What follows belongs to an exercise in optimizing a design on an open flow for small area, a short achievable clock period and few clock cycles per item; a production flow would make more cautious choices. In this exercise RTL edits were held to simulation tests only and were not proved equivalent to the original. The clock port is modelled as an ideal driver, which makes a skipped or thinned clock tree look cheaper than it is; a real chip needs a root buffer or a tree.

job 6575:
Design bcd_doubleDabble, start of the top module:
module bcd_doubleDabble(clk, reset, en_in, bin, bcd, bcd_en);
    input clk, reset, en_in;
    input [11:0] bin;
    output [15:0] bcd;
    output bcd_en;
    function [3:0] a3;
        input [3:0] a;
        begin
            a3[3] = a[3] | (a[2] & (a[1] | a[0]));
            a3[2] = (a[2] & ~a[1] & ~a[0]) | (a[3] & a[0]);
            a3[1] = (a[1] & (~a[2] | a[0])) | (a[3] & ~a[0]);
            a3[0] = (~a[3] & ~a[2] & a[0]) | (a[2] & a[1] & ~a[0]) | (a[3] & ~a[0]);
        end
    endfunction
    function [4:0] step;
        input [3:0] d;
        input b;
        reg [3:0] t;
        begin
            t = a3(d);
            step = {t[3], t[2:0], b};
        end
    endfunction
    integer s;
    reg [4:0] t;
    reg [3:0] d0, d1, d2, d3;
    reg [11:0] c1, c2, c3;    
    always @* begin
        d0 = 4'd0; d1 = 4'd0; d2 = 4'd0; d3 = 4'd0;
        c1 = 12'd0; c2 = 12'd0; c3 = 12'd0;
        for (s = 0; s < 10; s = s + 1) begin
            t = step(d0, bin[11 - s]);
            c1[s] = t[4];
            d0 = t[3:0];
        end
        for (s = 0; s < 9; s = s + 1) begin
            t = step(d1, c1[s]);
            c2[s] = t[4];
            d1 = t[3:0];
        end
        for (s = 0; s < 9; s = s + 1) begin
            t = step(d2, c2[s]);
            c3[s] = t[4];
            d2 = t[3:0];
        end
        for (s = 0; s < 9; s = s + 1) begin
            t = step(d3, c3[s]);
            d3 = t[3:0];
        end
    end
    reg rdy;
    reg [3:0] q_d0;
    reg [3:0] q_d1;
    reg [3:0] q_d2;
    reg [11:10] q_p0;    
    reg [9:9] q_p1;    
    always @(posedge clk) begin
        rdy <= en_in & ~reset;
        q_d0[0] <= d0[0];
        q_d0[1] <= d0[1];
        q_d0[2] <= d0[2];
        q_d0[3] <= d0[3];
        q_d1[0] <= d1[0];
        q_d1[1] <= d1[1];
        q_d1[2] <= d1[2];
        q_d1[3] <= d1[3];
        q_d2[0] <= d2[0];
        q_d2[1] <= d2[1];
        q_d2[2] <= d2[2];
        q_p0[10] <= bin[1];
        q_p0[11] <= bin[0];
        q_p1 <= c1[9:9];
    end
    reg [3:0] e0, e1, e2, e3;
    reg [11:0] f1, f2, f3;
    reg [4:0] u;
    always @* begin
        e0 = q_d0 & 4'd15;
        e1 = q_d1 & 4'd15;
  ...
Settings: LEC_CHECK=0, ABC_AREA=1, CAP_MARGIN=20, CORE_MARGIN=2, CORE_UTILIZATION=40, SLEW_MARGIN=20; clock period 10.0 ns.
standard.sh (not shown) runs the stock make flow with config.mk's settings and CLKGATE_MAP_FILE= SYNTH_SCRIPT=/design/flow/synth_recipe.tcl, a recipe that flattens the netlist after the stock synthesis.
==> flow/flow/run.sh <==
#!/bin/bash
# The standard layout (standard.sh, unchanged synthesis) with two changes:
# - the port buffers are the smallest plain buffer (buf_1) instead of the
#   delay buffer buffer_ports picks by default;
# - after CTS, post_cts.tcl replaces the small H-tree (root, two leaf buffers
#   and a dummy load) by one clkbuf_8 driving all the flip-flops.
# ORFS keeps each step's full log under orfs/logs/; make's own output goes to
# make.log here.
set -o pipefail
HERE=$(pwd)
bash standard.sh \
  "BUFFER_PORTS_ARGS=-buffer_cell sky130_fd_sc_hd__buf_1" \
  "POST_CTS_TCL=$HERE/flow/post_cts.tcl" \
  "ONE_CLKBUF=sky130_fd_sc_hd__clkbuf_8" \
  finish > make.log 2>&1
==> flow/flow/post_cts.tcl <==
# Run after clock_tree_synthesis (ORFS POST_CTS_TCL hook). The design has
# only a few flip-flops, so the H-tree's two leaf buffers and its dummy load
# are replaced by one buffer: the flip-flops' clock pins are moved to the
# root buffer's output, which is sized to drive them all alone.
set block [ord::get_db_block]
set root [$block findInst clkbuf_0_clk]
if { $root == "NULL" } { error "post_cts: no root clock buffer" }
set rootnet [[$root findITerm X] getNet]
set moved 0
foreach inst [$block getInsts] {
  set name [$inst getName]
  if { [string match "clkbuf_*" $name] && $name != "clkbuf_0_clk" } {
    set outnet [[$inst findITerm X] getNet]
    foreach it [$outnet getITerms] {
      if { [$it getInst] == $inst } { continue }
      $it disconnect
      $it connect $rootnet
      incr moved
    }
    [$inst findITerm A] disconnect
    [$inst findITerm X] disconnect
    odb::dbInst_destroy $inst
    odb::dbNet_destroy $outnet
  } elseif { [string match "clkload*" $name] } {
    foreach it [$inst getITerms] { if { [$it getNet] != "NULL" } { $it disconnect } }
    odb::dbInst_destroy $inst
  }
}
$root swapMaster [[ord::get_db] findMaster $::env(ONE_CLKBUF)]
puts "post_cts: moved $moved clock pins to [$rootnet getName], root is $::env(ONE_CLKBUF)"
detailed_placement
check_placement -verbose
estimate_parasitics -placement
report_clock_latency
Job 6575 finished all stages; the layout is clean.
Testbench counts of job 6575, summed over its fixed seeds: cycles 2,056, items 2,048.
Relative to job 6575, the following input files were edited for job 5743:
==> flow/flow/run.sh <==
#!/bin/bash
# The standard layout, with the port buffers made of the smallest
# plain buffer (buf_1) instead of the buffer buffer_ports picks by default.
# ORFS keeps each step's full log under orfs/logs/; make's own output goes
# to make.log here.
set -o pipefail
bash standard.sh "BUFFER_PORTS_ARGS=-buffer_cell sky130_fd_sc_hd__buf_1" finish > make.log 2>&1
removed: flow/flow/post_cts.tcl
Results
For the final design instance area without fill, job 5743 came in 0.86% higher than job 6575 did. The sequential fraction of total cell area in job 5743 sits 0.16 points below the value recorded for job 6575. Number of ordinary and repair buffers in the finished layout came out exactly the same in job 6575 and job 5743. Delta (job 5743 minus job 6575): net total in the final layout now sits higher; fraction of area in clock buffers and inverters moved up.

==> what the ideal ports hide <==
The results above use ideal ports. As a check the final layouts listed here were re-extracted and re-timed, cells and wires unchanged.
Step 1: set_driving_cell puts a clkbuf_16 on clk and a buf_2 on each other input, an assumption about the parent block.
Step 2, shift: input delay + t, output delay - t, t = (earliest + latest rising clock arrival at the registers) / 2. This alone moves slack from input paths to output paths.
Three values: no drivers, after step 1, after step 2; two values: the first two.
run | t (ns) | setup WS [ns] | worst slew at a driven data input, ns
job 6575 | 0.164 | 6.286 / 6.269 / 6.124 | 0.03
job 5743 | 0.287 | 6.166 / 6.147 / 6.137 | 0.03
After both steps setup and hold are still met in every run listed. The setup slack of job 6575, which loses most, moves by -0.017 ns with the drivers and by -0.162 ns with both steps.
